This is an optimization exercise on Yosys and OpenROAD, whose aim is small area and a short achievable clock period, not a production implementation.
Function was checked by simulation only, so behaviour that the tests miss may differ from the original.
No activity file was given, so power comes from the tool's default toggle rates.

### flow/flow/run.sh
#!/bin/bash
# Layout flow: the standard ORFS flow (standard.sh), synthesis unchanged,
# with these changes to the later steps:
#  - the port buffers are plain buffers, not the delay cells buffer_ports
#    otherwise picks;
#  - clock tree synthesis without dummy loads and with larger sink clusters;
#  - slow low-power inverters and delay cells are kept out of the layout
#    steps (the platform's own don't-use list plus these);
#  - the address decoder and read-tree gates start at drive strengths that
#    fit their fanout (flow/presize.tcl, after floorplanning).
# Each step's full log stays under orfs/logs; make's own output goes to
# flow_synth.log and flow_layout.log here.
set -euo pipefail
here=$(pwd)

bash standard.sh synth > "$here/flow_synth.log" 2>&1

cts_args="-sink_clustering_enable -repair_clock_nets -dont_use_dummy_load"
cts_args="$cts_args -sink_clustering_size 30 -sink_clustering_max_diameter 60"

platform_dont_use=$(make -s -C "$FLOW_HOME" -f - print <<'MK'
include platforms/sky130hd/config.mk
print:
	@echo $(DONT_USE_CELLS)
MK
)
dont_use="$platform_dont_use sky130_fd_sc_hd__clkinvlp_* sky130_fd_sc_hd__dlygate4sd*"
dont_use="$dont_use sky130_fd_sc_hd__clkdlybuf4s* sky130_fd_sc_hd__dlymetal6s*"

bash standard.sh \
  DONT_USE_CELLS="$dont_use" \
  BUFFER_PORTS_ARGS="-buffer_cell sky130_fd_sc_hd__buf_4" \
  CTS_ARGS="$cts_args" \
  POST_FLOORPLAN_TCL="$here/flow/presize.tcl" \
  finish > "$here/flow_layout.log" 2>&1
### flow/flow/presize.tcl
# Starting drive strengths for the decoder and read-tree gates of mem_core,
# set after floorplanning so that placement and timing repair start from
# gates that can drive their known fanout. Each gate is found by the name of
# the net it drives and keeps its function; only the drive strength changes.
set presize_rules {
  {*.g_lit\[*\].u_inv.y}   4
  {*.addr_n\[*\]}          4
  {*.u_wr_n.y}             4
  {*.u_pd.y}               2
  {u_in.*.u_wl.y}          4
  {u_in.*.u_we.y}          4
  {*.u_wl.y}               2
  {*.u_we.y}               2
  {*.u_r.y}                2
  {*.u_r3.y}               2
  {u_in.*.g64.u_q.y}       2
}
set presize_count 0
set presize_db [ord::get_db]
foreach net [[ord::get_db_block] getNets] {
  set name [$net getName]
  set size ""
  foreach {pattern strength} $presize_rules {
    if {[string match $pattern $name]} { set size $strength; break }
  }
  if {$size eq ""} { continue }
  foreach iterm [$net getITerms] {
    if {![$iterm isOutputSignal]} { continue }
    set inst [$iterm getInst]
    set master [[$inst getMaster] getName]
    if {![regexp {^(.*_)[0-9]+$} $master -> stem]} { continue }
    set target [$presize_db findMaster "${stem}${size}"]
    if {$target eq "NULL" || [$target getName] eq $master} { continue }
    replace_cell [$inst getName] [$target getName]
    incr presize_count
  }
}
puts "presize: resized $presize_count gates"
### flow/standard.sh
#!/bin/bash
# synth_recipe.tcl (not shown) runs the flow's synth.tcl, then flattens the netlist and writes it again
# the make line also repeats each setting of config.mk as NAME=value (left out here)
make -C /OpenROAD-flow-scripts/flow DESIGN_CONFIG=/design/flow/config.mk WORK_HOME=/design/flow/orfs CLKGATE_MAP_FILE= SYNTH_SCRIPT=/design/flow/synth_recipe.tcl "${@:-finish}"
### flow/config.mk
export PLATFORM = sky130hd
export DESIGN_NAME = lr_memories
export DESIGN_NICKNAME = lr_memories
export VERILOG_FILES = /design/flow/design.v
export SDC_FILE = /design/flow/constraint.sdc
export NUM_CORES = 4
export LEC_CHECK = 0
export CAP_MARGIN = 20
export CORE_MARGIN = 2
export CORE_UTILIZATION = 60
export CTS_CLUSTER_DIAMETER = 60
export CTS_CLUSTER_SIZE = 30
export PLACE_DENSITY = 0.7
export SETUP_SLACK_MARGIN = 3.0
export SLEW_MARGIN = 20
export SYNTH_HIERARCHICAL = 1
export SYNTH_MINIMUM_KEEP_SIZE = 0
export TNS_END_PERCENT = 0
### flow/constraint.sdc
create_clock -name core_clock -period 5.0 [get_ports {clk}]
set_input_delay 1.0000 -clock core_clock [delete_from_list [all_inputs] [get_ports {clk}]]
set_output_delay 1.0000 -clock core_clock [all_outputs]
set_load 0.01 [all_outputs]
### flow/design.v
module memory_in(
    input [7:0] data,
    input [5:0] addr,
    input wr,
    input clk,
    output [7:0] out
);
  mem_core #(.A(6), .LO(3)) u_core (
    .data(data), .addr(addr), .wr(wr), .clk(clk), .out(out)
  );
endmodule
module memory_out(
    input [7:0] data,
    input [3:0] addr,
    input wr,
    input clk,
    output [7:0] out
);
  mem_core #(.A(4), .LO(2)) u_core (
    .data(data), .addr(addr), .wr(wr), .clk(clk), .out(out)
  );
endmodule
module memory_weight(
    input [7:0] data,
    input [3:0] addr,
    input wr,
    input clk,
    output [7:0] out
);
  mem_core #(.A(4), .LO(2)) u_core (
    .data(data), .addr(addr), .wr(wr), .clk(clk), .out(out)
  );
endmodule
module lr_memories(
    input        clk,
    input  [7:0] in_data,
    input  [5:0] in_addr,
    input        in_wr,
    output [7:0] in_q,
    input  [7:0] out_data,
    input  [3:0] out_addr,
    input        out_wr,
    output [7:0] out_q,
    input  [7:0] w_data,
    input  [3:0] w_addr,
    input        w_wr,
    output [7:0] w_q
);
  memory_in u_in (
    .data(in_data), .addr(in_addr), .wr(in_wr), .clk(clk), .out(in_q)
  );
  memory_out u_out (
    .data(out_data), .addr(out_addr), .wr(out_wr), .clk(clk), .out(out_q)
  );
  memory_weight u_w (
    .data(w_data), .addr(w_addr), .wr(w_wr), .clk(clk), .out(w_q)
  );
endmodule
module mem_core #(
    parameter A  = 6,
    parameter LO = 3
) (
    input  [7:0]   data,
    input  [A-1:0] addr,
    input          wr,
    input          clk,
    output [7:0]   out
);
  localparam N  = 1 << A;
  localparam HI = A - LO;
  localparam NA = 1 << LO;
  localparam NB = 1 << HI;
  genvar i, b, m;
  wire [A-1:0]  addr_n;
  wire          wr_n;
  wire [NA-1:0] pa [1:0];
  wire [NB-1:0] pb [1:0];
  genvar s;
  c_inv u_wr_n (.a(wr), .y(wr_n));
  generate
    for (i = 0; i < A; i = i + 1) begin : g_lit
      c_inv u_inv (.a(addr[i]), .y(addr_n[i]));
    end
    for (s = 0; s < 2; s = s + 1) begin : g_set
      for (i = 0; i < NA; i = i + 1) begin : g_pa
        if (LO == 3) begin : g3
          c_and4 u_pd (.a(i[0] ? addr[0] : addr_n[0]),
                       .b(i[1] ? addr[1] : addr_n[1]),
                       .c(i[2] ? addr[2] : addr_n[2]),
                       .d(s ? wr : wr_n), .y(pa[s][i]));
        end else begin : g2
          c_and3 u_pd (.a(i[0] ? addr[0] : addr_n[0]),
                       .b(i[1] ? addr[1] : addr_n[1]),
                       .c(s ? wr : wr_n), .y(pa[s][i]));
        end
      end
      for (i = 0; i < NB; i = i + 1) begin : g_pb
        if (HI == 3) begin : g3
          c_and3 u_pd (.a(i[0] ? addr[LO] : addr_n[LO]),
                       .b(i[1] ? addr[LO+1] : addr_n[LO+1]),
                       .c(i[2] ? addr[LO+2] : addr_n[LO+2]), .y(pb[s][i]));
        end else begin : g2
          c_and2 u_pd (.a(i[0] ? addr[LO] : addr_n[LO]),
                       .b(i[1] ? addr[LO+1] : addr_n[LO+1]), .y(pb[s][i]));
        end
      end
    end
  endgenerate
  wire [N-1:0] wl;
  wire [N-1:0] we;
  wire [7:0]   word_q [N-1:0];
  generate
    for (i = 0; i < N; i = i + 1) begin : g_word
      reg [7:0] word;
      c_and2 u_wl (.a(pa[0][i % NA]), .b(pb[0][i / NA]), .y(wl[i]));
      c_and2 u_we (.a(pa[1][i % NA]), .b(pb[1][i / NA]), .y(we[i]));
      always @ (posedge clk)
        if (we[i])
          word <= data;  
      assign word_q[i] = word;
    end
  endgenerate
  wire [7:0] q_d;
  reg  [7:0] q;
  generate
    for (b = 0; b < 8; b = b + 1) begin : g_bit
      wire [N/8-1:0] p;
      for (m = 0; m < N/8; m = m + 1) begin : g_grp
        c_ao8 u_p (.w(wl[8*m+7:8*m]),
                   .d({word_q[8*m+7][b], word_q[8*m+6][b], word_q[8*m+5][b],
                       word_q[8*m+4][b], word_q[8*m+3][b], word_q[8*m+2][b],
                       word_q[8*m+1][b], word_q[8*m][b]}),
                   .y(p[m]));
      end
      wire wd;
      c_and2 u_wd (.a(wr), .b(data[b]), .y(wd));
      if (N == 64) begin : g64
        wire [3:0] r_n;
        for (m = 0; m < 3; m = m + 1) begin : g_or
          c_nor2 u_r (.a(p[2*m]), .b(p[2*m+1]), .y(r_n[m]));
        end
        c_nor3 u_r3 (.a(p[6]), .b(p[7]), .c(wd), .y(r_n[3]));
        c_nand4 u_q (.a(r_n[0]), .b(r_n[1]), .c(r_n[2]), .d(r_n[3]), .y(q_d[b]));
      end else begin : g16
        c_or3 u_q (.a(p[0]), .b(p[1]), .c(wd), .y(q_d[b]));
      end
    end
  endgenerate
  always @ (posedge clk)
    q <= q_d;  
  assign out = q;
endmodule
module c_inv (input a, output y);
  assign y = ~a;
endmodule
module c_nand2 (input a, input b, output y);
  assign y = ~(a & b);
endmodule
module c_nand3 (input a, input b, input c, output y);
  assign y = ~(a & b & c);
endmodule
module c_nand4 (input a, input b, input c, input d, output y);
  assign y = ~(a & b & c & d);
endmodule
module c_nor2 (input a, input b, output y);
  assign y = ~(a | b);
endmodule
module c_nor3 (input a, input b, input c, output y);
  assign y = ~(a | b | c);
endmodule
module c_and2 (input a, input b, output y);
  assign y = a & b;
endmodule
module c_and3 (input a, input b, input c, output y);
  assign y = a & b & c;
endmodule
module c_and4 (input a, input b, input c, input d, output y);
  assign y = a & b & c & d;
endmodule
module c_or3 (input a, input b, input c, output y);
  assign y = a | b | c;
endmodule
module c_ao8 (input [7:0] w, input [7:0] d, output y);
  assign y = |(w & d);
endmodule
==> impl_metrics.toml, run 1 <==
[layout]
seq_area_um2 = 23600
fin_cells = 2350
stdcell_area_um2 = 32600
fillers = 3154
n_antenna_cell = 0
area_growth_pct = 11.6
nets = 1779
layout_commonest_cell = "edfxtp_1"
drive_gt1_share_pct = 28.1
final_cell_mix = "768 x edfxtp_1, 322 x a22oi_1, 128 x and2_4"
multi_input_area_um2 = 6540

[sta]
hold_viol = 0
tightest_slew_ns = 0.788
fin_skew_ns = 0.0525
drv_slew = 0
max_freq_ghz = 0.469
finalSetupViolCount = 0
setup_tns_ns = 0
rsz0062_at_grt = "yes"
holdWs_ns = 0.568
finalCriticalPeriod_ns = 2.13
slew_headroom_pct = 47.5
fin_crit_sh_pct = 42.6

[route]
drtPass1Iterations = 7
wl_mm = 67.4
vias = 15800
first_iter_violations = 1921
routed_via_density = 6.74
drc = 0
drtAntennaViolNets = 0
wl_per_cell_um = 28.7

[critical_path]
start_kind = "input pin"
crit_path_start = "in_addr[5]"
worstPathArrival_ns = 2.62
worst-r2r-setup-slack_ns = 3.59
path_class = "in2reg"
path_max_fanout = 9
worstSetupEndpointType = "register"
reg2reg_from = "u_in.u_core.g_word[50].word[3]$_DFFE_PP_"
worstPathRequired_ns = 5.49

[synth]
yosysTopAreaCell = "edfxtp_1"
ys_ff_latch = 792
yosys.area_share.simple_pct = 9.29
synth.top_cells.by_area = "edfxtp_1 79%, a22oi_1 9.9%, and2_1 5.0%, nand4_1 2.2%, dfxtp_1 1.6%"
synth_nets = 1667
synth_top_family_by_area = "compound AO/OA/AOI/OAI gates"
synth_xor_area_share_pct = 0
synthAdderAreaFrac_pct = 0
synth.yosys.warnings = 8
yosysUniqueCellTypes = 11
yosysSeqAreaShare_pct = 80.6
netlist.area_leader.share_pct = 79.0
muxShareOfSynthArea_pct = 0
synth_compound_area_share_pct = 9.87
synth_cells = 1625
synth_area_um2 = 29200
postSynthAreaPerCell_um2 = 18.0

[min_path]
hp-start = "u_out.u_core.g_word[1].word[6]$_DFFE_PP_"
min_path_type = "reg2reg"

[global_routing]
grt_pass1_vias = 15600
grt_max_degree = 66
gr-usage-all-layers_pct = 27.1
grt_pass1_wl_mm = 100
globalRouteOverflowTotal = 0
antenna_found_initial = 2

[power]
powerDensity_nw_per_um2 = 347
intPower_mw = 9.08
total_power_mw = 11.3
power.ir.vdd_worst_mv = 0.284
combPwrFrac_pct = 3.9
p_leak_nw = 10.1
clkPwrFrac_pct = 30.6
seqPwrFrac_pct = 65.5
swShare_pct = 19.7
p_switching_mw = 2.23

[floorplanning]
core_um2 = 47800
die_w_um = 225
dieArea_um2 = 50400
io_pins = 66
die_h_um = 225
num_rows = 80
start_util_pct = 61.0

[placement]
portBuffers = 65
dp.cells = 2305
dp.final_hpwl_mm = 43.5
place_area_um2 = 31300
place_congestion = 0.892

[clock_tree]
root_buffer = "clkbuf_16"
cts_tree = "done"
htree_levels = 2
clk_path_buf_depth = 3
clock_latency_ns = 0.61
cts_inserted_buffers = 44
clock-sinks = 792
clk_pin_slew_ns = 0.09

[job]
maxCapViolCount = 0

[outcome]
outcome = "complete, no violations"
[worst max-delay path, cell delays in order]
cell     delay [ns]
buf_4          0.15
inv_1          0.11
and3_2         0.30
and2_4         0.20
a22oi_1        0.26
nand4_1        0.23
nor2_2         0.26
nand4_2        0.09
[registers in the layout, indices dropped and copies added, names as in the netlist]
signal / count
u_w.u_core.g_word.word: 128
u_w.u_core.q: 8
u_out.u_core.g_word.word: 128
u_in.u_core.q: 8
u_out.u_core.q: 8
u_in.u_core.g_word.word: 512
[power groups by stage]
stage               sequential, mW  clock, mW  combinational [mW]
global route                  7.41       3.73               0.475
detailed placement            7.55          0               0.438
finish                        7.41       3.45               0.442
floorplan                     7.55          0               0.146
global placement              7.55          0               0.424
CTS                           7.41       3.52               0.444
[modules after synthesis, one instance, submodules excluded, a selection]
module / flops+latches / cells inside
c_and2: 0 / 1
c_inv: 0 / 1
c_ao8: 0 / 5
c_nor3: 0 / 1
c_nand4: 0 / 1
c_and3: 0 / 1
c_and4: 0 / 1
c_nor2: 0 / 1
[stage by stage]
step	worst slack (ns)	util, %
after global routing	2.85	68.1
after floorplan	2.95	-
after detailed placement	2.09	65.4
after global placement	2.13	65.4
after CTS	2.87	67.8
final	2.87	68.1
[layout make-up]
cell class / instances / area share [%]
Sequential cell: 792 / 72.3
Clock buffer: 44 / 3.38
Timing Repair Buffer: 66 / 1.57
Inverter: 17 / 0.288
Tap cell: 615 / 2.36
Multi-Input combinational cell: 816 / 20.1
[final timing paths]
path                                     to  cells after the start
hold reg to reg   u_out.u_core.q[6]$_DFF_P_                      3
setup / recovery   u_in.u_core.q[5]$_DFF_P_                      8
hold / removal    u_out.u_core.q[6]$_DFF_P_                      3
setup reg to reg   u_in.u_core.q[3]$_DFF_P_                      4
[cell families after synthesis]
group | count (synthesis)
AOI/OAI and AO/OA | 384
DFF | 792
buffers and inverters | 17
and+or+nand+nor | 432
[timing repair]
| item | CTS | global route |
|---|---|---|
| setup buffers | 0 | 1 |
| endpoints found under the hold margin | 0 | 0 |
| pin swaps | 6 | 22 |
| setup endpoints to repair | 38 | 47 |
| hold buffers | 0 | 0 |
| gates resized for setup | 24 | 28 |
[cell usage after synthesis, drive strengths merged]
| cell | instances |
|---|---|
| nor3 | 8 |
| a22oi | 384 |
| inv | 17 |
| dfxtp | 24 |
| and2 | 232 |
| nor2 | 24 |
| or3 | 16 |
| nand4 | 104 |
| and3 | 32 |
| and4 | 16 |
| edfxtp | 768 |
[routing by layer]
metal	track usage (%)	vias up	part of all wire, %
li1	-	6961	-
met3	3.51	102	6.7
met2	43.9	659	48
met4	6.52	4	2.2
met5	0	-	0.042
met1	39.8	8122	43
==> inputs of run 2 (changes only) <==
--- a/flow/config.mk
+++ b/flow/config.mk
@@ -8,8 +8,8 @@
 export CAP_MARGIN = 20
 export CORE_MARGIN = 2
-export CORE_UTILIZATION = 60
+export CORE_UTILIZATION = 80
 export CTS_CLUSTER_DIAMETER = 60
 export CTS_CLUSTER_SIZE = 30
-export PLACE_DENSITY = 0.7
+export PLACE_DENSITY = 0.9
 export SETUP_SLACK_MARGIN = 3.0
 export SLEW_MARGIN = 20
==> run 2 against run 1 <==
Against the previous run: still clean; non-clock buffer count up 24; routed wire length grew 13%; register-to-register slack got worse by 0.17 ns; final cell count is 5.8% lower; die area decreased by 25%; combinational power up 11%; critical endpoint is now u_in.u_core.q[2]$_DFF_P_.
==> impl_metrics.toml, run 2 <==
[critical_path]
start_kind = "input pin"
path_class = "in2reg"
crit_chain = "buf_12 > inv_8 > and4_4 > buf_6 > and2_4 > a22oi_2 > nand4_1 > nor2_4 > nand4_2"
worstPathRequired_ns = 5.42
worstPathArrival_ns = 2.64
path_max_fanout = 8
max_stage_delay_ns = 0.29
worstSetupEndpointType = "register"
worst_path_max_delay_cell = "nand4_1"

[synth]
synth_nets = 1667
postSynthAreaPerCell_um2 = 18.0
synth.yosys.warnings = 8
synth_common_cells = "768 x edfxtp_1, 384 x a22oi_1, 232 x and2_1"
synthAdderAreaFrac_pct = 0
muxShareOfSynthArea_pct = 0
synth_compound_area_share_pct = 9.87
ys_async_sr_fraction_pct = 0
synth.top_cells.by_area = "edfxtp_1 79%, a22oi_1 9.9%, and2_1 5.0%, nand4_1 2.2%, dfxtp_1 1.6%"
synthFlopType = "edfxtp_1"
synth-edff-count = 768
yosysTopAreaCell = "edfxtp_1"
yosysUniqueCellTypes = 11
synth.most_common_cell = "edfxtp_1"
yosysSeqAreaShare_pct = 80.6
synth_xor_area_share_pct = 0
ys_ff_latch = 792
synth_top_family_by_area = "compound AO/OA/AOI/OAI gates"
synth_area_um2 = 29200
yosys.area_share.simple_pct = 9.29
synth_cells = 1625
netlist.area_leader.share_pct = 79.0

[layout]
area_growth_pct = 12.2
top_register = "u_in.u_core.g_word.word"
nets = 1796
final_cell_mix = "768 x edfxtp_1, 262 x a22oi_1, 131 x and2_4"
n_antenna_cell = 0
layout_commonest_cell = "edfxtp_1"
top_regs = "u_in.u_core.g_word.word (512), u_out.u_core.g_word.word (128), u_w.u_core.g_word.word (128)"
largest_reg_flops = 512
seq_area_um2 = 23600
multi_input_area_um2 = 6900
drive_gt1_share_pct = 31.8
fin_cells = 2213
fillers = 1052

[sta]
fin_crit_sh_pct = 44.3
rsz0062_at_grt = "yes"
hold_viol = 0
setup_tns_ns = 0
tightest_slew_ns = 0.811
drv_slew = 0
slew_headroom_pct = 45.9
max_freq_ghz = 0.451
finalSetupViolCount = 0
fin_skew_ns = 0.0413
finalCriticalPeriod_ns = 2.22

[power]
powerDensity_nw_per_um2 = 339
p_leak_nw = 10.2
total_power_mw = 11.1
power.ir.vdd_worst_mv = 0.378

[outcome]
outcome = "complete, no violations"

[global_routing]
grt_max_degree = 66
grt_pass1_wl_mm = 111
gr-usage-all-layers_pct = 40.4
antenna_found_initial = 0
grt_pass1_vias = 17100
globalRouteOverflowTotal = 0

[route]
wl_per_cell_um = 34.4
first_iter_violations = 3000
vias = 17900
highest_layer = "met4"
drtPass1Iterations = 6
wl_mm = 76.1
routed_via_density = 8.09
wirelength_met1_mm = 24.9
drtAntennaViolNets = 0
drc = 0
wl_met3_mm = 9.70
met2_wirelength_mm = 36.8

[floorplanning]
num_rows = 69
die_h_um = 195
dieArea_um2 = 38000
core_um2 = 35700
die_w_um = 195
io_pins = 66
start_util_pct = 81.7

[clock_tree]
htree_levels = 2
clock_latency_ns = 0.60
clock-sinks = 792
cts.hold.buffers_added = 0
cts_inserted_buffers = 37
clk_path_buf_depth = 3
clk_pin_slew_ns = 0.11
root_buffer = "clkbuf_16"
cts_tree = "done"

[placement]
portBuffers = 65
place_congestion = 0.980
dp.final_hpwl_mm = 44.5
dp.cells = 2151

[job]
maxCapViolCount = 0

[min_path]
min_path_type = "reg2reg"
-- run 2: cell counts after synthesis --
Identical to the previous run, type by type.
-- run 2: final timing paths --
check | slack, ns | start | endpoint | cells past startpoint
min | 0.59 | u_w.u_core.g_word[9].word[3]$_DFFE_PP_ | u_w.u_core.q[3]$_DFF_P_ | 3
min reg2reg | 0.59 | u_w.u_core.g_word[9].word[3]$_DFFE_PP_ | u_w.u_core.q[3]$_DFF_P_ | 3
max | 2.78 | in_wr | u_in.u_core.q[2]$_DFF_P_ | 9
max reg2reg | 3.42 | u_in.u_core.g_word[59].word[2]$_DFFE_PP_ | u_in.u_core.q[2]$_DFF_P_ | 4
-- run 2: critical path, delay by kind of cell --
| family | cells | cell delay, ns |
|---|---|---|
| and+or+nand+nor | 5 | 1.07 |
| AOI/OAI and AO/OA | 1 | 0.26 |
| buffers and inverters | 3 | 0.29 |
-- run 2: timing repair --
item	CTS	global route
setup buffers	17	8
pin swaps	32	53
resized for setup	71	80
setup endpoints to repair	44	48
-- run 2: power breakdown --
group          internal (mW)  leakage (nW)  switching, mW  total (mW)
Clock                   1.33         0.456           1.85        3.19
Combinational          0.153          2.61          0.336       0.490
Sequential              7.37          7.12         0.0481        7.42
-- run 2: layer usage --
layer	vias up	GRT usage (%)
met5	-	0
met2	1888	66.0
met3	334	7.22
li1	6992	-
met4	0	18.1
met1	8688	54.8
-- run 2: modules after synthesis (local to each module, per instance), excerpt --
module	copies in the design	area (um2)
c_and2	232	6.26
c_nor3	8	10.0
c_nand4	8	6.26
c_inv	17	3.75
c_ao8	96	36.3
c_or3	16	6.26
-- run 2: cell type report --
cell class                 count  area share (%)
timing repair buffer          90            2.09
inverter                      17           0.332
sequential                   792            71.9
multi-input combinational    816            21.1
tap                          461            1.76
clock buffer                  37            2.83
-- run 2: per-stage QoR --
stage                     worst slack, ns  instance area [um2]  hold WS, ns  utilization (%)
after floorplan                      2.95                29700        0.517                -
after global placement               2.11                31100        0.547             87.0
after detailed placement             2.04                31100        0.563             87.0
after CTS                            2.90                32400        0.584             90.6
after global routing                 2.84                32800        0.602             91.6
final                                2.78                32800        0.594             91.6
-- run 2: cells by family after synthesis --
| logic type | after synthesis |
|---|---|
| AOI/OAI and AO/OA | 384 |
| buffers and inverters | 17 |
| and+or+nand+nor | 432 |
| DFF | 792 |
==> inputs of run 3 (changes only) <==
--- a/flow/config.mk
+++ b/flow/config.mk
@@ -8,8 +8,8 @@
 export CAP_MARGIN = 20
 export CORE_MARGIN = 2
-export CORE_UTILIZATION = 80
+export CORE_UTILIZATION = 70
 export CTS_CLUSTER_DIAMETER = 60
 export CTS_CLUSTER_SIZE = 30
-export PLACE_DENSITY = 0.9
+export PLACE_DENSITY = 0.8
 export SETUP_SLACK_MARGIN = 3.0
 export SLEW_MARGIN = 20
==> run 3 against run 2 <==
Against the previous run: still clean; via count is 8.3% lower; first-iteration DRC count down 23%; core utilization decreased by 12 points; sequential power about the same; largest cell class unchanged.
==> impl_metrics.toml, run 3 <==
[layout]
layout_commonest_cell = "edfxtp_1"
largest_reg_flops = 512
area_growth_pct = 11.7
fin_cells = 2279
n_antenna_cell = 0
multi_input_area_um2 = 6650
drive_gt1_share_pct = 29.0
final_cell_mix = "768 x edfxtp_1, 308 x a22oi_1, 130 x and2_4"
nets = 1791
top_register = "u_in.u_core.g_word.word"
seq_area_um2 = 23600
top_regs = "u_in.u_core.g_word.word (512), u_out.u_core.g_word.word (128), u_w.u_core.g_word.word (128)"
fillers = 2069

[route]
drtPass1Iterations = 6
drtAntennaViolNets = 0
routed_via_density = 7.20
drc = 0
wl_per_cell_um = 29.3
vias = 16400
wl_mm = 66.8
first_iter_violations = 2320

[clock_tree]
clk_path_buf_depth = 3
clock-sinks = 792
clock_latency_ns = 0.60
cts_tree = "done"
cts_inserted_buffers = 41
htree_levels = 2
root_buffer = "clkbuf_16"
clk_pin_slew_ns = 0.11
cts.hold.buffers_added = 0

[power]
p_leak_nw = 10.2
swShare_pct = 19.7
powerDensity_nw_per_um2 = 343
clkPwrFrac_pct = 29.7
combPwrFrac_pct = 4.1
p_switching_mw = 2.20
power.ir.vdd_worst_mv = 0.411
seqPwrFrac_pct = 66.3
intPower_mw = 8.98

[synth]
postSynthAreaPerCell_um2 = 18.0
synth.yosys.warnings = 8
yosysUniqueCellTypes = 11
synth-edff-count = 768
yosysSeqAreaShare_pct = 80.6
ys_async_sr_fraction_pct = 0
synth_area_um2 = 29200
netlist.area_leader.share_pct = 79.0
synth_nets = 1667
synthFlopType = "edfxtp_1"
synth.top_cells.by_area = "edfxtp_1 79%, a22oi_1 9.9%, and2_1 5.0%, nand4_1 2.2%, dfxtp_1 1.6%"
synth_common_cells = "768 x edfxtp_1, 384 x a22oi_1, 232 x and2_1"
synth.most_common_cell = "edfxtp_1"
yosysTopAreaCell = "edfxtp_1"
synth_cells = 1625
ys_ff_latch = 792

[placement]
dp.cells = 2222
portBuffers = 65
dp.final_hpwl_mm = 43.0
place_congestion = 0.965

[sta]
fin_crit_sh_pct = 41.8
finalSetupViolCount = 0
finalCriticalPeriod_ns = 2.09
drv_slew = 0
max_freq_ghz = 0.478
slew_headroom_pct = 44.8
setup_tns_ns = 0
tightest_slew_ns = 0.827
fin_skew_ns = 0.0350
rsz0062_at_grt = "yes"
hold_viol = 0

[critical_path]
path_max_fanout = 17
crit_chain = "buf_8 > inv_4 > and4_4 > and2_4 > a22oi_2 > nand4_1 > nor3_4 > nand4_2"
path_class = "in2reg"
worstPathArrival_ns = 2.55
max_stage_delay_ns = 0.35
worst_path_max_delay_cell = "nor3_4"
cp_num_buf_inv = 2
critPathTopFamily = "simple AND/OR/NAND/NOR gates"
worstPathRequired_ns = 5.46
start_kind = "input pin"
worstSetupEndpointType = "register"

[outcome]
outcome = "complete, no violations"

[global_routing]
grt_pass1_vias = 15800
antenna_found_initial = 0
globalRouteOverflowTotal = 0
grt_max_degree = 66
gr-usage-all-layers_pct = 31.2
grt_pass1_wl_mm = 99.7

[floorplanning]
start_util_pct = 71.2
io_pins = 66
die_h_um = 208
dieArea_um2 = 43400
die_w_um = 208
num_rows = 74
core_um2 = 41000

[min_path]
min_path_type = "reg2reg"

[job]
maxCapViolCount = 0
==> run 3: metrics by stage <==
| step | power [mW] | area (um2) | util [%] | hold slack [ns] | setup WS (ns) |
|---|---|---|---|---|---|
| floorplan | 7.70 | 29700 | - | 0.517 | 2.95 |
| global placement | 7.97 | 31200 | 76.0 | 0.557 | 2.16 |
| detailed placement | 7.99 | 31200 | 76.0 | 0.560 | 2.11 |
| CTS | 11.2 | 32400 | 78.9 | 0.569 | 2.90 |
| global route | 11.5 | 32600 | 79.5 | 0.600 | 2.89 |
| finish | 11.2 | 32600 | 79.5 | 0.567 | 2.91 |
==> run 3: final cells by class <==
| class | count | area share, % |
|---|---|---|
| multi-input combinational | 816 | 20.4 |
| tap | 532 | 2.04 |
| sequential | 792 | 72.2 |
| timing repair buffer | 81 | 1.90 |
| inverter | 17 | 0.311 |
| clock buffer | 41 | 3.15 |
==> run 3: metal layers <==
metal | global-route usage [%] | up-vias | share of wire [%]
met1 | 45.8 | 8224 | 39
met3 | 5.00 | 177 | 9.6
li1 | - | 6980 | -
met4 | 10.6 | 0 | 3.8
met2 | 48.9 | 1031 | 48
met5 | 0 | - | 0
==> run 3: power groups by stage <==
| stage | Clock, mW | Sequential, mW | Combinational, mW |
|---|---|---|---|
| 2_1_floorplan | 0 | 7.55 | 0.146 |
| 4_1_cts | 3.35 | 7.41 | 0.447 |
| 5_1_grt | 3.56 | 7.42 | 0.485 |
| 6_report | 3.32 | 7.41 | 0.454 |
| 3_5_place_dp | 0 | 7.55 | 0.435 |
| 3_3_place_gp | 0 | 7.55 | 0.418 |
==> run 3: kinds of logic (layout without fill, tap and decap cells) <==
family	count (synthesis)	count (layout)	synth area share, %
AO/OA/AOI/OAI	384	384	9.87
flip-flops	792	792	80.6
buffers and inverters	17	139	0.219
AND/OR/NAND/NOR	432	432	9.29
==> run 3: final timing paths <==
| kind | startpoint | end | slack (ns) | cells past startpoint |
|---|---|---|---|---|
| min | u_w.u_core.g_word[1].word[5]$_DFFE_PP_ | u_w.u_core.q[5]$_DFF_P_ | 0.57 | 3 |
| max reg2reg | u_in.u_core.g_word[58].word[4]$_DFFE_PP_ | u_in.u_core.q[4]$_DFF_P_ | 3.50 | 4 |
| min reg2reg | u_w.u_core.g_word[1].word[5]$_DFFE_PP_ | u_w.u_core.q[5]$_DFF_P_ | 0.57 | 3 |
| max | in_wr | u_in.u_core.q[4]$_DFF_P_ | 2.91 | 8 |
==> run 3: modules after synthesis, one instance, submodules excluded, a selection <==
module	times used	flip-flops and latches	area, um2
c_nand4	8	0	6.26
c_nor3	8	0	10.0
c_and2	232	0	6.26
c_inv	17	0	3.75
c_and4	16	0	8.76
c_nor2	24	0	3.75
c_or3	16	0	6.26
c_ao8	96	0	36.3
c_and3	32	0	6.26
==> run 3: tightest hold or removal path, cell delays in order (launching register included) <==
cell	delay (ns)
edfxtp_1	0.33
a22oi_1	0.06
nand4_1	0.08
or3_1	0.10
==> run 3: what timing repair did <==
action,CTS,global route
resized for setup,40,41
setup endpoints to repair,35,46
buffers inserted,5,11
cloned,0,0
pin swaps,14,36
==> inputs of run 4 (changes only) <==
--- a/flow/flow/run.sh
+++ b/flow/flow/run.sh
@@ -30,5 +30,5 @@
 bash standard.sh \
   DONT_USE_CELLS="$dont_use" \
-  BUFFER_PORTS_ARGS="-buffer_cell sky130_fd_sc_hd__buf_4" \
+  BUFFER_PORTS_ARGS="-buffer_cell sky130_fd_sc_hd__buf_2" \
   CTS_ARGS="$cts_args" \
   POST_FLOORPLAN_TCL="$here/flow/presize.tcl" \
--- a/flow/flow/presize.tcl
+++ b/flow/flow/presize.tcl
@@ -9,5 +9,5 @@
   {*.u_pd.y}               2
   {u_in.*.u_wl.y}          4
-  {u_in.*.u_we.y}          4
+  {u_in.*.u_we.y}          2
   {*.u_wl.y}               2
   {*.u_we.y}               2
==> run 4 against run 3 <==
Against the previous run: count of clock-buffer cells in the layout shrank 3; sequential cell count is the same; sequential power is essentially flat; sequential share of layout area grew 0.69 points; worst setup slack lost 0.041 ns; final cell count is essentially flat; synthesized cell count is the same; worst hold slack gained 0.011 ns; critical path type unchanged; largest cell class unchanged; highest routed layer unchanged.
==> impl_metrics.toml, run 4 <==
[outcome]
outcome = "complete, no violations"

[min_path]
hold_depth = 3
min_to = "u_w.u_core.q[4]$_DFF_P_"
min_path_type = "reg2reg"
hp-start = "u_w.u_core.g_word[9].word[4]$_DFFE_PP_"

[critical_path]
reg2reg_from = "u_in.u_core.g_word[53].word[5]$_DFFE_PP_"
start_kind = "input pin"
max_stage_delay_ns = 0.33
worstSetupEndpointType = "register"
path_class = "in2reg"
crit_chain = "buf_6 > inv_2 > and4_4 > and2_4 > a22oi_2 > nand4_1 > nor3_2 > nand4_2"
worstPathRequired_ns = 5.46
r2r-end = "u_in.u_core.q[5]$_DFF_P_"
worst-r2r-setup-slack_ns = 3.54
worstRegToRegCells = 4
worstPathArrival_ns = 2.59
worst_path_max_delay_cell = "nor3_2"
path_max_fanout = 17

[layout]
top_regs = "u_in.u_core.g_word.word (512), u_out.u_core.g_word.word (128), u_w.u_core.g_word.word (128)"
nets = 1788
fin_cells = 2277
area_growth_pct = 10.6
largest_reg_flops = 512
drive_gt1_share_pct = 29.2
top_register = "u_in.u_core.g_word.word"
fillers = 2133
layout_commonest_cell = "edfxtp_1"
final_cell_mix = "768 x edfxtp_1, 304 x a22oi_1, 144 x and2_2"

[sta]
setup_tns_ns = 0
rsz0062_at_grt = "yes"
holdWs_ns = 0.578
max_freq_ghz = 0.469
setup_ws_ns = 2.87
slew_headroom_pct = 36.0
drv_slew = 0
hold_viol = 0
fin_skew_ns = 0.0426
finalCriticalPeriod_ns = 2.13
fin_crit_sh_pct = 42.6
finalSetupViolCount = 0
tightest_slew_ns = 0.960

[synth]
synth.most_common_cell = "edfxtp_1"
synth_area_um2 = 29200
ys_ff_latch = 792
synth_common_cells = "768 x edfxtp_1, 384 x a22oi_1, 232 x and2_1"
yosysUniqueCellTypes = 11
synth.top_cells.by_area = "edfxtp_1 79%, a22oi_1 9.9%, and2_1 5.0%, nand4_1 2.2%, dfxtp_1 1.6%"
synth_nets = 1667
synth-edff-count = 768
yosysTopAreaCell = "edfxtp_1"
synth.yosys.warnings = 8
yosysSeqAreaShare_pct = 80.6
netlist.area_leader.share_pct = 79.0
postSynthAreaPerCell_um2 = 18.0
synthFlopType = "edfxtp_1"
ys_async_sr_fraction_pct = 0
synth_cells = 1625

[clock_tree]
htree_levels = 2
root_buffer = "clkbuf_16"
clk_pin_slew_ns = 0.09
clk_path_buf_depth = 3
cts_tree = "done"
clock_latency_ns = 0.60
clock-sinks = 792
cts.hold.buffers_added = 0
cts_inserted_buffers = 38

[placement]
pre_cts_ws_ns = 1.99
portBuffers = 65
dp.final_hpwl_mm = 43.5
place_congestion = 0.925
dp.cells = 2229

[global_routing]
antenna_found_initial = 1
gr-usage-all-layers_pct = 31.1
grt_pass1_vias = 16100
grt_pass1_wl_mm = 99.6
globalRouteOverflowTotal = 0
grt_max_degree = 66

[floorplanning]
die_h_um = 208
dieArea_um2 = 43400
core_um2 = 41000
num_rows = 74
io_pins = 66
start_util_pct = 71.2
die_w_um = 208

[power]
combPwrFrac_pct = 3.8
p_switching_mw = 2.18
p_leak_nw = 10.0
intPower_mw = 8.86
seqPwrFrac_pct = 67.1
clkPwrFrac_pct = 29.1
swShare_pct = 19.8
powerDensity_nw_per_um2 = 342
power.ir.vdd_worst_mv = 0.402

[route]
drtAntennaViolNets = 0
wl_mm = 66.4
vias = 16300
routed_via_density = 7.17
drtPass1Iterations = 6
wl_per_cell_um = 29.2
first_iter_violations = 2348
drc = 0

[job]
maxCapViolCount = 0
[run 4: worst max-delay path by stage]
stage	start	endpoint	slack [ns]
floorplan	out_addr[1]	u_out.u_core.q[0]$_DFF_P_	2.95
global placement	in_wr	u_in.u_core.q[5]$_DFF_P_	2.04
detailed placement	in_wr	u_in.u_core.q[5]$_DFF_P_	1.99
CTS	u_in.u_core.q[5]$_DFF_P_	in_q[5]	2.90
global route	in_addr[2]	u_in.u_core.q[6]$_DFF_P_	2.85
finish	in_wr	u_in.u_core.q[5]$_DFF_P_	2.87
[run 4: stage by stage]
step / instance area [um2] / utilization, % / total power, mW
2_1_floorplan: 29700 / - / 7.70
3_3_place_gp: 31000 / 75.5 / 7.93
3_5_place_dp: 31000 / 75.5 / 7.95
4_1_cts: 32100 / 78.3 / 11.1
5_1_grt: 32300 / 78.8 / 11.3
6_report: 32300 / 78.8 / 11.0
[run 4: per-module statistics from Yosys (local to each module, per instance), a selection]
module / cells / area (um2) / copies in the design / flops+latches
c_nand4: 1 / 6.26 / 8 / 0
c_nor3: 1 / 10.0 / 8 / 0
c_or3: 1 / 6.26 / 16 / 0
c_and3: 1 / 6.26 / 32 / 0
c_ao8: 5 / 36.3 / 96 / 0
c_nor2: 1 / 3.75 / 24 / 0
c_and2: 1 / 6.26 / 232 / 0
c_inv: 1 / 3.75 / 17 / 0
c_and4: 1 / 8.76 / 16 / 0
[run 4: kinds of logic (layout without fill, tap and decap cells)]
group,after synthesis,in the layout,share of synthesized area (%)
flops,792,792,80.6
other cells,0,1,0
buf+inv,17,136,0.219
simple gates,432,432,9.29
compound gates,384,384,9.87
[run 4: critical path: cells and delay by family]
family | cells | cell delay (ns)
buffers and inverters | 2 | 0.22
AND/OR/NAND/NOR | 5 | 1.11
AO/OA/AOI/OAI | 1 | 0.24
[run 4: metal layers]
layer	share of wire (%)	GRT usage, %	wire length, um	vias up
met5	0	0	0	-
met4	4.0	11.9	2690	0
met3	8.6	5.40	5690	153
met2	49	50.3	32400	1006
met1	39	43.3	25600	8176
li1	-	-	-	6986
[run 4: area by class of cell]
| cell class | count | area [um2] | share of cell area [%] |
|---|---|---|---|
| Antenna cell | 1 | 2.50 | 0.00775 |
| Tap cell | 532 | 666 | 2.06 |
| Multi-Input combinational cell | 816 | 6560 | 20.3 |
| Sequential cell | 792 | 23600 | 72.9 |
| Inverter | 17 | 93.8 | 0.290 |
| Timing Repair Buffer | 81 | 478 | 1.48 |
| Clock buffer | 38 | 951 | 2.94 |
[run 4: repair_timing]
action                     in CTS  in global routing
buffers inserted                8                  1
cloned                          0                  0
resized for setup              47                 40
setup endpoints to repair      39                 62
pin swaps                      21                 31
[run 4: power by group through the flow]
stage / Clock (mW) / Combinational, mW / Sequential, mW
after floorplan: 0 / 0.146 / 7.55
after global placement: 0 / 0.386 / 7.55
after detailed placement: 0 / 0.401 / 7.55
after CTS: 3.24 / 0.417 / 7.41
after global routing: 3.45 / 0.453 / 7.42
final: 3.21 / 0.423 / 7.41
==> inputs of run 5 (changes only) <==
--- a/flow/flow/run.sh
+++ b/flow/flow/run.sh
@@ -30,5 +30,5 @@
 bash standard.sh \
   DONT_USE_CELLS="$dont_use" \
-  BUFFER_PORTS_ARGS="-buffer_cell sky130_fd_sc_hd__buf_2" \
+  BUFFER_PORTS_ARGS="-buffer_cell sky130_fd_sc_hd__buf_4" \
   CTS_ARGS="$cts_args" \
   POST_FLOORPLAN_TCL="$here/flow/presize.tcl" \
--- a/flow/flow/presize.tcl
+++ b/flow/flow/presize.tcl
@@ -4,16 +4,21 @@
 # the net it drives and keeps its function; only the drive strength changes.
 set presize_rules {
-  {*.g_lit\[*\].u_inv.y}   4
-  {*.addr_n\[*\]}          4
-  {*.u_wr_n.y}             4
+  {*.addr_n*}              4
+  {*.wr_n}                 4
   {*.u_pd.y}               2
   {u_in.*.u_wl.y}          4
-  {u_in.*.u_we.y}          2
+  {u_in.*.u_we.y}          4
   {*.u_wl.y}               2
   {*.u_we.y}               2
+  {u_in.*.u_r.a}           2
+  {u_in.*.u_r.b}           2
+  {u_in.*.u_r3.a}          2
+  {u_in.*.u_r3.b}          2
   {*.u_r.y}                2
   {*.u_r3.y}               2
   {u_in.*.g64.u_q.y}       2
 }
+# the read-result flip-flops drive the output ports: start them strong
+set presize_flops {*.u_core.q*$_DFF_P_}
 set presize_count 0
 set presize_db [ord::get_db]
@@ -36,3 +41,10 @@
   }
 }
+foreach inst [[ord::get_db_block] getInsts] {
+  if {![string match $presize_flops [$inst getName]]} { continue }
+  set target [$presize_db findMaster sky130_fd_sc_hd__dfxtp_4]
+  if {[[$inst getMaster] getName] eq [$target getName]} { continue }
+  replace_cell [$inst getName] [$target getName]
+  incr presize_count
+}
 puts "presize: resized $presize_count gates"
--- a/flow/config.mk
+++ b/flow/config.mk
@@ -8,8 +8,8 @@
 export CAP_MARGIN = 20
 export CORE_MARGIN = 2
-export CORE_UTILIZATION = 70
+export CORE_UTILIZATION = 60
 export CTS_CLUSTER_DIAMETER = 60
 export CTS_CLUSTER_SIZE = 30
-export PLACE_DENSITY = 0.8
+export PLACE_DENSITY = 0.7
 export SETUP_SLACK_MARGIN = 3.0
 export SLEW_MARGIN = 20
==> run 5 against run 4 <==
Against the previous run: via count is 5.1% lower; power is 2.6% higher; routed wire length is 1.3% lower; critical path type unchanged; final cell count is 3.3% higher.
==> impl_metrics.toml, run 5 <==
[sta]
rsz0062_at_grt = "yes"
setup_tns_ns = 0
max_freq_ghz = 0.467
hold_viol = 0
setup_ws_ns = 2.86
fin_skew_ns = 0.0877
finalSetupViolCount = 0
tightest_slew_ns = 0.788
finalCriticalPeriod_ns = 2.14
slew_headroom_pct = 47.5
holdWs_ns = 0.565
fin_crit_sh_pct = 42.8
drv_slew = 0

[global_routing]
gr-usage-all-layers_pct = 26.5
globalRouteOverflowTotal = 0
grt_pass1_vias = 15300
grt_max_degree = 66
antenna_found_initial = 1
grt_pass1_wl_mm = 97.6

[synth]
synth_area_um2 = 29200
synthFlopType = "edfxtp_1"
postSynthAreaPerCell_um2 = 18.0
synth.top_cells.by_area = "edfxtp_1 79%, a22oi_1 9.9%, and2_1 5.0%, nand4_1 2.2%, dfxtp_1 1.6%"
yosysSeqAreaShare_pct = 80.6
synth_nets = 1667
ys_async_sr_fraction_pct = 0
synth.most_common_cell = "edfxtp_1"
synth_cells = 1625
netlist.area_leader.share_pct = 79.0
synth-edff-count = 768
synth.yosys.warnings = 8
yosysUniqueCellTypes = 11
yosysTopAreaCell = "edfxtp_1"
ys_ff_latch = 792
synth_common_cells = "768 x edfxtp_1, 384 x a22oi_1, 232 x and2_1"

[route]
wl_met3_mm = 3.98
drtPass1Iterations = 5
wl_mm = 65.5
drc = 0
highest_layer = "met4"
first_iter_violations = 1506
met2_wirelength_mm = 31.5
routed_via_density = 6.58
wirelength_met1_mm = 28.0
wl_per_cell_um = 27.9
drtAntennaViolNets = 0
vias = 15500

[clock_tree]
clock_latency_ns = 0.61
cts_tree = "done"
root_buffer = "clkbuf_16"
clock-sinks = 792
cts.hold.buffers_added = 0
clk_path_buf_depth = 3
cts_inserted_buffers = 45
htree_levels = 2
cts_setup_buffers = 0
clk_pin_slew_ns = 0.08

[critical_path]
cp_num_buf_inv = 2
path_common_cell = "nand4_2"
path_class = "in2reg"
critPathTopFamily = "simple AND/OR/NAND/NOR gates"
start_kind = "input pin"
path_max_fanout = 17
crit_chain = "buf_4 > inv_2 > and4_4 > and2_4 > a22oi_2 > nand4_2 > nor3_4 > nand4_2"
worstSetupEndpointType = "register"
max_stage_delay_ns = 0.28
worstPathArrival_ns = 2.60
worstPathRequired_ns = 5.46
worst_path_max_delay_cell = "nor3_4"

[layout]
top_register = "u_in.u_core.g_word.word"
fin_cells = 2352
layout_commonest_cell = "edfxtp_1"
stdcell_area_um2 = 33100
top_regs = "u_in.u_core.g_word.word (512), u_out.u_core.g_word.word (128), u_w.u_core.g_word.word (128)"
drive_gt1_share_pct = 32.6
fillers = 3119
area_growth_pct = 13.2
final_cell_mix = "768 x edfxtp_1, 329 x a22oi_1, 128 x and2_4"
largest_reg_flops = 512
nets = 1779

[power]
swShare_pct = 19.5
powerDensity_nw_per_um2 = 343
p_switching_mw = 2.21
clkPwrFrac_pct = 30.6
power.ir.vdd_worst_mv = 0.281
intPower_mw = 9.11
seqPwrFrac_pct = 65.4
p_leak_nw = 10.2
combPwrFrac_pct = 4.0

[min_path]
min_path_type = "reg2reg"

[placement]
dp.final_hpwl_mm = 42.6
dp.cells = 2305
pre_cts_ws_ns = 1.99
portBuffers = 65
place_area_um2 = 31800
place_congestion = 0.839

[floorplanning]
core_um2 = 47800
start_util_pct = 61.0
io_pins = 66
die_w_um = 225
die_h_um = 225
dieArea_um2 = 50400
num_rows = 80

[outcome]
outcome = "complete, no violations"

[job]
maxCapViolCount = 0
==> run 5: power groups by stage <==
stage / logic [mW] / clock network (mW) / registers (mW)
final: 0.449 / 3.46 / 7.41
after global routing: 0.483 / 3.74 / 7.42
after CTS: 0.454 / 3.55 / 7.41
after detailed placement: 0.446 / 0 / 7.56
after global placement: 0.435 / 0 / 7.56
after floorplan: 0.146 / 0 / 7.55
==> run 5: per-module statistics from Yosys (local to each module, per instance), a selection <==
module   area (um2)  cells inside  times used  flip-flops and latches
c_and3         6.26             1          32                       0
c_inv          3.75             1          17                       0
c_nand4        6.26             1           8                       0
c_nor3         10.0             1           8                       0
c_or3          6.26             1          16                       0
c_ao8          36.3             5          96                       0
c_nor2         3.75             1          24                       0
c_and4         8.76             1          16                       0
c_and2         6.26             1         232                       0
==> run 5: final timing paths <==
kind	startpoint	endpoint	slack (ns)	cells after the start
worst max-delay path	in_wr	u_in.u_core.q[0]$_DFF_P_	2.86	8
worst min-delay path	u_out.u_core.g_word[15].word[0]$_DFFE_PP_	u_out.u_core.q[0]$_DFF_P_	0.57	3
worst max register to register	u_in.u_core.g_word[50].word[1]$_DFFE_PP_	u_in.u_core.q[1]$_DFF_P_	3.56	4
worst min register to register	u_out.u_core.g_word[15].word[0]$_DFFE_PP_	u_out.u_core.q[0]$_DFF_P_	0.57	3
==> run 5: worst min-delay path, delay by kind of cell, from the launching register on <==
kind             cells  cell delay, ns
AO/OA/AOI/OAI        1            0.06
flip-flops           1            0.33
AND/OR/NAND/NOR      2            0.17
==> run 5: cell type report <==
type	instances	area (um2)	area share, %
antenna	2	5.00	0.0151
inverter	17	104	0.314
sequential	792	23600	71.5
timing repair buffer	65	492	1.49
tap	615	769	2.33
clock buffer	45	1130	3.41
multi-input combinational	816	6930	21.0
==> run 5: kinds of logic (layout without fill, tap and decap cells) <==
| family | Yosys count | count (layout) | synth area share [%] |
|---|---|---|---|
| other | 0 | 2 | 0 |
| AND/OR/NAND/NOR | 432 | 432 | 9.29 |
| flip-flops | 792 | 792 | 80.6 |
| buffers and inverters | 17 | 127 | 0.219 |
| AO/OA/AOI/OAI | 384 | 384 | 9.87 |
==> run 5: per-layer routing <==
| layer | track usage [%] | up-vias |
|---|---|---|
| li1 | - | 6961 |
| met1 | 37.9 | 7874 |
| met2 | 42.4 | 543 |
| met3 | 3.96 | 104 |
| met4 | 9.27 | 0 |
| met5 | 0 | - |
==> run 5: per-stage QoR <==
step	util [%]	power, mW
2_1_floorplan	-	7.70
3_3_place_gp	66.4	7.99
3_5_place_dp	66.4	8.00
4_1_cts	69.0	11.4
5_1_grt	69.1	11.6
6_report	69.1	11.3
==> run 5: what timing repair did <==
action / CTS / global route
endpoints found under the hold margin: 0 / 0
endpoints found under the setup margin: 35 / 48
pin swaps: 7 / 11
gates resized for setup: 26 / 7
==> inputs of run 6 (changes only) <==
--- a/flow/flow/run.sh
+++ b/flow/flow/run.sh
@@ -8,5 +8,8 @@
 #    steps (the platform's own don't-use list plus these);
 #  - the address decoder and read-tree gates start at drive strengths that
-#    fit their fanout (flow/presize.tcl, after floorplanning).
+#    fit their fanout (flow/presize.tcl, after floorplanning);
+#  - each output port's buffer is moved next to the flip-flop that drives it
+#    after global placement (flow/outbuf_place.tcl), so that the buffer
+#    drives the wire to the port.
 # Each step's full log stays under orfs/logs; make's own output goes to
 # flow_synth.log and flow_layout.log here.
@@ -30,6 +33,7 @@
 bash standard.sh \
   DONT_USE_CELLS="$dont_use" \
-  BUFFER_PORTS_ARGS="-buffer_cell sky130_fd_sc_hd__buf_4" \
+  BUFFER_PORTS_ARGS="-buffer_cell sky130_fd_sc_hd__buf_2" \
   CTS_ARGS="$cts_args" \
   POST_FLOORPLAN_TCL="$here/flow/presize.tcl" \
+  POST_GLOBAL_PLACE_TCL="$here/flow/outbuf_place.tcl" \
   finish > "$here/flow_layout.log" 2>&1
==> flow/flow/outbuf_place.tcl (new file) <==
# Move each output port's buffer next to the flip-flop that drives it, after
# global placement: the buffer, not the flip-flop, then drives the long wire
# to the port. The buffer starts as a buf_6 and the flip-flop as a dfxtp_2.
set ob_block [ord::get_db_block]
set ob_count 0
foreach bterm [$ob_block getBTerms] {
  if {[$bterm getIoType] ne "OUTPUT"} { continue }
  set net [$bterm getNet]
  if {$net eq "NULL"} { continue }
  set buf ""
  foreach it [$net getITerms] { if {[$it isOutputSignal]} { set buf [$it getInst] } }
  if {$buf eq ""} { continue }
  set in ""
  foreach it [$buf getITerms] { if {[$it isInputSignal]} { set in [$it getNet] } }
  if {$in eq "" || $in eq "NULL"} { continue }
  set src ""
  foreach it [$in getITerms] { if {[$it isOutputSignal]} { set src [$it getInst] } }
  if {$src eq ""} { continue }
  if {[[$src getMaster] getName] eq "sky130_fd_sc_hd__dfxtp_1"} {
    replace_cell [$src getName] sky130_fd_sc_hd__dfxtp_2
  }
  replace_cell [$buf getName] sky130_fd_sc_hd__buf_6
  set bb [$src getBBox]
  $buf setLocation [$bb xMax] [$bb yMin]
  $buf setPlacementStatus PLACED
  incr ob_count
}
puts "outbuf_place: moved $ob_count output buffers"
--- a/flow/flow/presize.tcl
+++ b/flow/flow/presize.tcl
@@ -4,21 +4,16 @@
 # the net it drives and keeps its function; only the drive strength changes.
 set presize_rules {
-  {*.addr_n*}              4
-  {*.wr_n}                 4
+  {*.g_lit\[*\].u_inv.y}   4
+  {*.addr_n\[*\]}          4
+  {*.u_wr_n.y}             4
   {*.u_pd.y}               2
   {u_in.*.u_wl.y}          4
-  {u_in.*.u_we.y}          4
+  {u_in.*.u_we.y}          2
   {*.u_wl.y}               2
   {*.u_we.y}               2
-  {u_in.*.u_r.a}           2
-  {u_in.*.u_r.b}           2
-  {u_in.*.u_r3.a}          2
-  {u_in.*.u_r3.b}          2
   {*.u_r.y}                2
   {*.u_r3.y}               2
   {u_in.*.g64.u_q.y}       2
 }
-# the read-result flip-flops drive the output ports: start them strong
-set presize_flops {*.u_core.q*$_DFF_P_}
 set presize_count 0
 set presize_db [ord::get_db]
@@ -41,10 +36,3 @@
   }
 }
-foreach inst [[ord::get_db_block] getInsts] {
-  if {![string match $presize_flops [$inst getName]]} { continue }
-  set target [$presize_db findMaster sky130_fd_sc_hd__dfxtp_4]
-  if {[[$inst getMaster] getName] eq [$target getName]} { continue }
-  replace_cell [$inst getName] [$target getName]
-  incr presize_count
-}
 puts "presize: resized $presize_count gates"
--- a/flow/config.mk
+++ b/flow/config.mk
@@ -8,8 +8,8 @@
 export CAP_MARGIN = 20
 export CORE_MARGIN = 2
-export CORE_UTILIZATION = 60
+export CORE_UTILIZATION = 70
 export CTS_CLUSTER_DIAMETER = 60
 export CTS_CLUSTER_SIZE = 30
-export PLACE_DENSITY = 0.7
+export PLACE_DENSITY = 0.8
 export SETUP_SLACK_MARGIN = 3.0
 export SLEW_MARGIN = 20
==> run 6 against run 5 <==
Against the previous run: still clean; via count increased by 5.7%; final cell count decreased by 3.1%; cell area decreased by 1.8%; power decreased by 1.9%; worst hold slack improved by 0.012 ns; critical path depth increased by 1; sequential power about the same; global-route usage increased by 4.6 points; sequential cell count unchanged; synthesized cell count unchanged; first-iteration DRC count increased by 62%; critical path type unchanged; highest routed layer unchanged.
==> impl_metrics.toml, run 6 <==
[layout]
final_cell_mix = "768 x edfxtp_1, 308 x a22oi_1, 144 x and2_2"
area_growth_pct = 11.1
fin_util_pct = 79.1
layout_commonest_cell = "edfxtp_1"
drive_gt1_share_pct = 29.8
top_regs = "u_in.u_core.g_word.word (512), u_out.u_core.g_word.word (128), u_w.u_core.g_word.word (128)"
nets = 1790
top_register = "u_in.u_core.g_word.word"
fillers = 2125
largest_reg_flops = 512

[route]
drc = 0
routed_via_density = 7.18
first_iter_violations = 2445
wl_mm = 66.8
wl_per_cell_um = 29.3
drtPass1Iterations = 6
vias = 16400
drtAntennaViolNets = 0

[sta]
finalSetupViolCount = 0
finalCriticalPeriod_ns = 2.13
fin_skew_ns = 0.0531
hold_viol = 0
holdWs_ns = 0.577
tightest_slew_ns = 0.967
drv_slew = 0
fin_crit_sh_pct = 42.5
rsz0062_at_grt = "yes"
max_freq_ghz = 0.470
slew_headroom_pct = 35.5
setup_tns_ns = 0

[outcome]
outcome = "complete, no violations"

[clock_tree]
clk_path_buf_depth = 3
cts.hold.buffers_added = 0
clk_pin_slew_ns = 0.11
htree_levels = 2
cts_inserted_buffers = 39
cts_tree = "done"
clock_latency_ns = 0.61
root_buffer = "clkbuf_16"
clock-sinks = 792

[power]
p_leak_nw = 10.1
power.ir.vdd_worst_mv = 0.377
total_power_mw = 11.1
powerDensity_nw_per_um2 = 342

[synth]
synth.most_common_cell = "edfxtp_1"
synth_nets = 1667
ys_async_sr_fraction_pct = 0
synth-edff-count = 768
yosysSeqAreaShare_pct = 80.6
synth_common_cells = "768 x edfxtp_1, 384 x a22oi_1, 232 x and2_1"
postSynthAreaPerCell_um2 = 18.0
netlist.area_leader.share_pct = 79.0
synth_area_um2 = 29200
synth.yosys.warnings = 8
yosysUniqueCellTypes = 11
synth_cells = 1625
yosysTopAreaCell = "edfxtp_1"
synth.top_cells.by_area = "edfxtp_1 79%, a22oi_1 9.9%, and2_1 5.0%, nand4_1 2.2%, dfxtp_1 1.6%"
ys_ff_latch = 792
synthFlopType = "edfxtp_1"

[floorplanning]
io_pins = 66
dieArea_um2 = 43400
core_um2 = 41000
start_util_pct = 71.2
die_h_um = 208
die_w_um = 208
num_rows = 74

[global_routing]
globalRouteOverflowTotal = 0
grt_max_degree = 66
antenna_found_initial = 2
grt_pass1_vias = 16100
grt_pass1_wl_mm = 99.6
gr-usage-all-layers_pct = 31.1

[critical_path]
worstPathRequired_ns = 5.50
path_max_fanout = 9
path_class = "in2reg"
worstPathArrival_ns = 2.62
worstSetupEndpointType = "register"
start_kind = "input pin"

[placement]
portBuffers = 65
dp.final_hpwl_mm = 44.1

[job]
maxCapViolCount = 0

[min_path]
min_path_type = "reg2reg"
==> run 6: cell types whose count changed in the layout (fill, tap and decap cells not counted), moves of 13 or more <==
cell / delta
a22oi_2: +21
and2_2: +64
nand4_1: +64
dfxtp_4: -24
buf_1: +13
a22oi_1: -21
buf_2: +28
nand4_2: -64
buf_4: -61
dfxtp_2: +24
buf_6: +25
and2_4: -64
==> run 6: cell families (layout without fill, tap and decap cells) <==
group                  after synthesis  after routing  synth area share, %
flip-flops                         792            792                 80.6
AND/OR/NAND/NOR                    432            432                 9.29
AO/OA/AOI/OAI                      384            384                 9.87
buffers and inverters               17            138                0.219
other                                0              2                    0
==> run 6: worst paths after layout <==
check / to / cells past startpoint / start / slack, ns
max: u_in.u_core.q[4]$_DFF_P_ / 9 / in_addr[0] / 2.87
min: u_out.u_core.q[5]$_DFF_P_ / 3 / u_out.u_core.g_word[11].word[5]$_DFFE_PP_ / 0.58
max reg2reg: u_in.u_core.q[7]$_DFF_P_ / 4 / u_in.u_core.g_word[48].word[7]$_DFFE_PP_ / 3.53
min reg2reg: u_out.u_core.q[5]$_DFF_P_ / 3 / u_out.u_core.g_word[11].word[5]$_DFFE_PP_ / 0.58
==> run 6: final cells by class <==
| type | instances | area, um2 | area share, % |
|---|---|---|---|
| clock buffers | 39 | 976 | 3.01 |
| flip-flops and latches | 792 | 23600 | 72.6 |
| well taps | 532 | 666 | 2.05 |
| diodes | 2 | 5.00 | 0.0154 |
| multi-input cells | 816 | 6530 | 20.1 |
| inverters | 17 | 104 | 0.320 |
| repair buffers | 82 | 594 | 1.83 |
==> run 6: per-stage QoR <==
stage	area, um2	setup slack [ns]	instances
CTS	32300	2.90	2276
global route	32500	2.87	2280
finish	32500	2.87	2280
global placement	31000	2.04	2229
detailed placement	31100	1.97	2229
floorplan	29700	2.95	1625
==> run 6: Yosys stat by module (local to each module, per instance), excerpt <==
| module | cells inside | flops+latches | area, um2 | times used |
|---|---|---|---|---|
| c_or3 | 1 | 0 | 6.26 | 16 |
| c_nor3 | 1 | 0 | 10.0 | 8 |
| c_and4 | 1 | 0 | 8.76 | 16 |
| c_nand4 | 1 | 0 | 6.26 | 8 |
| c_inv | 1 | 0 | 3.75 | 17 |
| c_and3 | 1 | 0 | 6.26 | 32 |
| c_ao8 | 5 | 0 | 36.3 | 96 |
| c_and2 | 1 | 0 | 6.26 | 232 |
| c_nor2 | 1 | 0 | 3.75 | 24 |
==> run 6: timing repair <==
| action | 4_1_cts | 5_1_grt |
|---|---|---|
| setup endpoints to repair | 44 | 61 |
| pin swaps | 25 | 27 |
| endpoints found under the hold margin | 0 | 0 |
| cloned | 0 | 0 |
| resized for setup | 35 | 35 |
| buffers inserted | 8 | 2 |
==> run 6: where the power goes <==
part           switching [mW]  internal (mW)
clock network            1.84           1.40
logic                   0.312          0.149
registers              0.0352           7.37
==> run 6: critical path, stage by stage <==
cell	delay, ns
clkbuf_4	0.17
inv_4	0.07
and4_4	0.23
and2_4	0.19
buf_1	0.11
a22oi_2	0.17
nand4_1	0.22
nor3_4	0.33
nand4_2	0.12
==> run 6: metal layers <==
layer	wire length, um	global-route usage, %
met1	25300	43.0
met2	32900	51.3
met3	6380	5.25
met4	2250	11.1
met5	0	0
==> inputs of run 7 (changes only) <==
--- a/flow/flow/outbuf_place.tcl
+++ b/flow/flow/outbuf_place.tcl
@@ -1,5 +1,5 @@
 # Move each output port's buffer next to the flip-flop that drives it, after
 # global placement: the buffer, not the flip-flop, then drives the long wire
-# to the port. The buffer starts as a buf_6 and the flip-flop as a dfxtp_2.
+# to the port.
 set ob_block [ord::get_db_block]
 set ob_count 0
@@ -17,8 +17,4 @@
   foreach it [$in getITerms] { if {[$it isOutputSignal]} { set src [$it getInst] } }
   if {$src eq ""} { continue }
-  if {[[$src getMaster] getName] eq "sky130_fd_sc_hd__dfxtp_1"} {
-    replace_cell [$src getName] sky130_fd_sc_hd__dfxtp_2
-  }
-  replace_cell [$buf getName] sky130_fd_sc_hd__buf_6
   set bb [$src getBBox]
   $buf setLocation [$bb xMax] [$bb yMin]
--- a/flow/config.mk
+++ b/flow/config.mk
@@ -16,3 +16,3 @@
 export SYNTH_HIERARCHICAL = 1
 export SYNTH_MINIMUM_KEEP_SIZE = 0
-export TNS_END_PERCENT = 0
+export TNS_END_PERCENT = 10
==> run 7 against run 6 <==
Against the previous run: maximum frequency decreased by 2.3%; clock power increased by 4%; sequential power about the same.
==> impl_metrics.toml, run 7 <==
[synth]
synth-edff-count = 768
synth_cells = 1625
synth_nets = 1667
ys_async_sr_fraction_pct = 0
netlist.area_leader.share_pct = 79.0
ys_ff_latch = 792
synth.yosys.warnings = 8
yosysSeqAreaShare_pct = 80.6
postSynthAreaPerCell_um2 = 18.0
synth_common_cells = "768 x edfxtp_1, 384 x a22oi_1, 232 x and2_1"
synth_area_um2 = 29200
synthFlopType = "edfxtp_1"
yosysTopAreaCell = "edfxtp_1"
yosysUniqueCellTypes = 11
synth.top_cells.by_area = "edfxtp_1 79%, a22oi_1 9.9%, and2_1 5.0%, nand4_1 2.2%, dfxtp_1 1.6%"
synth.most_common_cell = "edfxtp_1"

[placement]
dp.final_hpwl_mm = 45.0
portBuffers = 65

[floorplanning]
start_util_pct = 71.2
die_w_um = 208
dieArea_um2 = 43400
io_pins = 66
num_rows = 74
core_um2 = 41000
die_h_um = 208

[global_routing]
busiest_layer = "met2"
grt_pass1_wl_mm = 102
gr-usage-all-layers_pct = 32.1
globalRouteOverflowTotal = 0
grt_max_degree = 59
grt_pass1_vias = 16200
antenna_found_initial = 0
met3_usage_pct = 4.26
grt.met1_usage_pct = 44.4
grt_use_met2_pct = 53.5

[clock_tree]
cts_inserted_buffers = 42
clk_path_buf_depth = 3
clock-sinks = 792
htree_levels = 2
clock_latency_ns = 0.61
clk_pin_slew_ns = 0.09
cts_tree = "done"
root_buffer = "clkbuf_16"

[sta]
hold_viol = 0
rsz0062_at_grt = "yes"
drv_slew = 0
finalSetupViolCount = 0
slew_headroom_pct = 35.7
finalCriticalPeriod_ns = 2.17
fin_crit_sh_pct = 43.5
fin_skew_ns = 0.0705
tightest_slew_ns = 0.965
setup_tns_ns = 0
max_freq_ghz = 0.460

[layout]
fillers = 2172
final_cell_mix = "768 x edfxtp_1, 324 x a22oi_1, 144 x and2_2"
nets = 1817
top_register = "u_in.u_core.g_word.word"
top_regs = "u_in.u_core.g_word.word (512), u_out.u_core.g_word.word (128), u_w.u_core.g_word.word (128)"
area_growth_pct = 11.2
fin_util_pct = 79.1
largest_reg_flops = 512
layout_commonest_cell = "edfxtp_1"
drive_gt1_share_pct = 28.0

[job]
maxCapViolCount = 0

[outcome]
outcome = "complete, no violations"

[min_path]
min_path_type = "reg2reg"

[critical_path]
max_stage_delay_ns = 0.38
worstSetupEndpointType = "register"
crit_chain = "buf_2 > inv_4 > and3_2 > and2_2 > a22oi_1 > nand4_1 > or3_1"
path_class = "in2reg"
worst_path_max_delay_cell = "or3_1"
worstPathRequired_ns = 5.44
path_max_fanout = 13
start_kind = "input pin"
worstPathArrival_ns = 2.62

[power]
powerDensity_nw_per_um2 = 345
p_leak_nw = 10.2
power.ir.vdd_worst_mv = 0.317
total_power_mw = 11.2

[route]
vias = 16500
drtPass1Iterations = 6
wl_mm = 68.6
wl_per_cell_um = 29.8
routed_via_density = 7.18
drtAntennaViolNets = 0
drc = 0
first_iter_violations = 2194
run 7: per-stage QoR:
| step | cells | hold slack, ns | worst slack [ns] | cell area (um2) |
|---|---|---|---|---|
| 2_1_floorplan | 1625 | 0.517 | 2.95 | 29800 |
| 3_3_place_gp | 2230 | 0.552 | 1.96 | 31000 |
| 3_5_place_dp | 2230 | 0.555 | 1.92 | 31000 |
| 4_1_cts | 2305 | 0.577 | 2.86 | 32500 |
| 5_1_grt | 2305 | 0.590 | 2.79 | 32500 |
| 6_report | 2306 | 0.582 | 2.83 | 32500 |
run 7: power by group:
part / total (mW) / internal (mW) / switching (mW)
sequential: 7.40 / 7.37 / 0.0289
combinational: 0.448 / 0.127 / 0.322
clock: 3.36 / 1.50 / 1.87
total: 11.2 / 8.99 / 2.22
run 7: repair_timing:
action                                  4_1_cts  5_1_grt
resized for setup                            59        1
endpoints found under the setup margin       74      104
hold buffers                                  0        0
pin swaps                                    32        0
buffers inserted                             33        0
run 7: kinds of logic after synthesis:
logic type	count (synthesis)	share of synthesized area [%]
buffers and inverters	17	0.219
DFF	792	80.6
and+or+nand+nor	432	9.29
AOI/OAI and AO/OA	384	9.87
run 7: metal layers:
metal  up-vias  routed length (um)  share of wire [%]
met2      1036               34300                 50
met4         0                2440                3.6
met5         -                   0                  0
li1       7046                   -                  -
met3       147                6130                8.9
met1      8317               25800                 38
run 7: critical path: cells and delay by family:
family,cells,cell delay (ns)
AOI/OAI and AO/OA,1,0.29
buffers and inverters,2,0.25
and+or+nand+nor,4,1.07
run 7: final cells by class:
class	count	area (um2)	area share (%)
Timing Repair Buffer	106	623	1.92
Tap cell	532	666	2.05
Inverter	17	111	0.343
Antenna cell	1	2.50	0.00771
Clock buffer	42	1050	3.24
Multi-Input combinational cell	816	6470	19.9
Sequential cell	792	23500	72.5
run 7: path summary, 6_finish.rpt:
check,startpoint,endpoint,slack (ns),depth (start not counted)
worst max-delay path,out_wr,u_out.u_core.q[3]$_DFF_P_,2.83,7
worst min register to register,u_w.u_core.g_word[9].word[3]$_DFFE_PP_,u_w.u_core.q[3]$_DFF_P_,0.58,3
worst min-delay path,u_w.u_core.g_word[9].word[3]$_DFFE_PP_,u_w.u_core.q[3]$_DFF_P_,0.58,3
worst max register to register,u_in.u_core.g_word[61].word[6]$_DFFE_PP_,u_in.u_core.q[6]$_DFF_P_,3.47,4
run 7: per-module statistics from Yosys (local to each module, per instance), excerpt:
| module | cells | flops+latches | cell area, um2 |
|---|---|---|---|
| c_and2 | 1 | 0 | 6.26 |
| c_nor3 | 1 | 0 | 10.0 |
| c_nand4 | 1 | 0 | 6.26 |
| c_ao8 | 5 | 0 | 36.3 |
| c_inv | 1 | 0 | 3.75 |
| c_and3 | 1 | 0 | 6.26 |
| c_nor2 | 1 | 0 | 3.75 |
| c_or3 | 1 | 0 | 6.26 |
| c_and4 | 1 | 0 | 8.76 |

separate check: timing with driven ports:
The flow's constraints put no driver on any port. The routed layouts listed below were extracted and timed again, unchanged, in two steps.
Step 1 assumes that a clkbuf_16 drives the clock port and a buf_2 every other input.
Step 2 also shifts input and output timing later by t, the mid clock arrival at the registers, as if the neighbouring blocks saw the same clock.
Three values: ideal ports, drivers, drivers and shift; two values: the first two.
run | t (ns) | setup WS [ns]
run 1 | 0.637 | 2.870 / 2.838 / 2.241
run 2 | 0.635 | 2.785 / 2.767 / 2.132
run 3 | 0.631 | 2.910 / 2.859 / 2.255
run 4 | 0.635 | 2.869 / 2.842 / 2.221
run 5 | 0.627 | 2.860 / 2.823 / 2.226
run 6 | 0.639 | 2.874 / 2.853 / 2.214
run 7 | 0.640 | 2.825 / 2.831 / 2.204
After both steps every run listed still meets setup and hold.
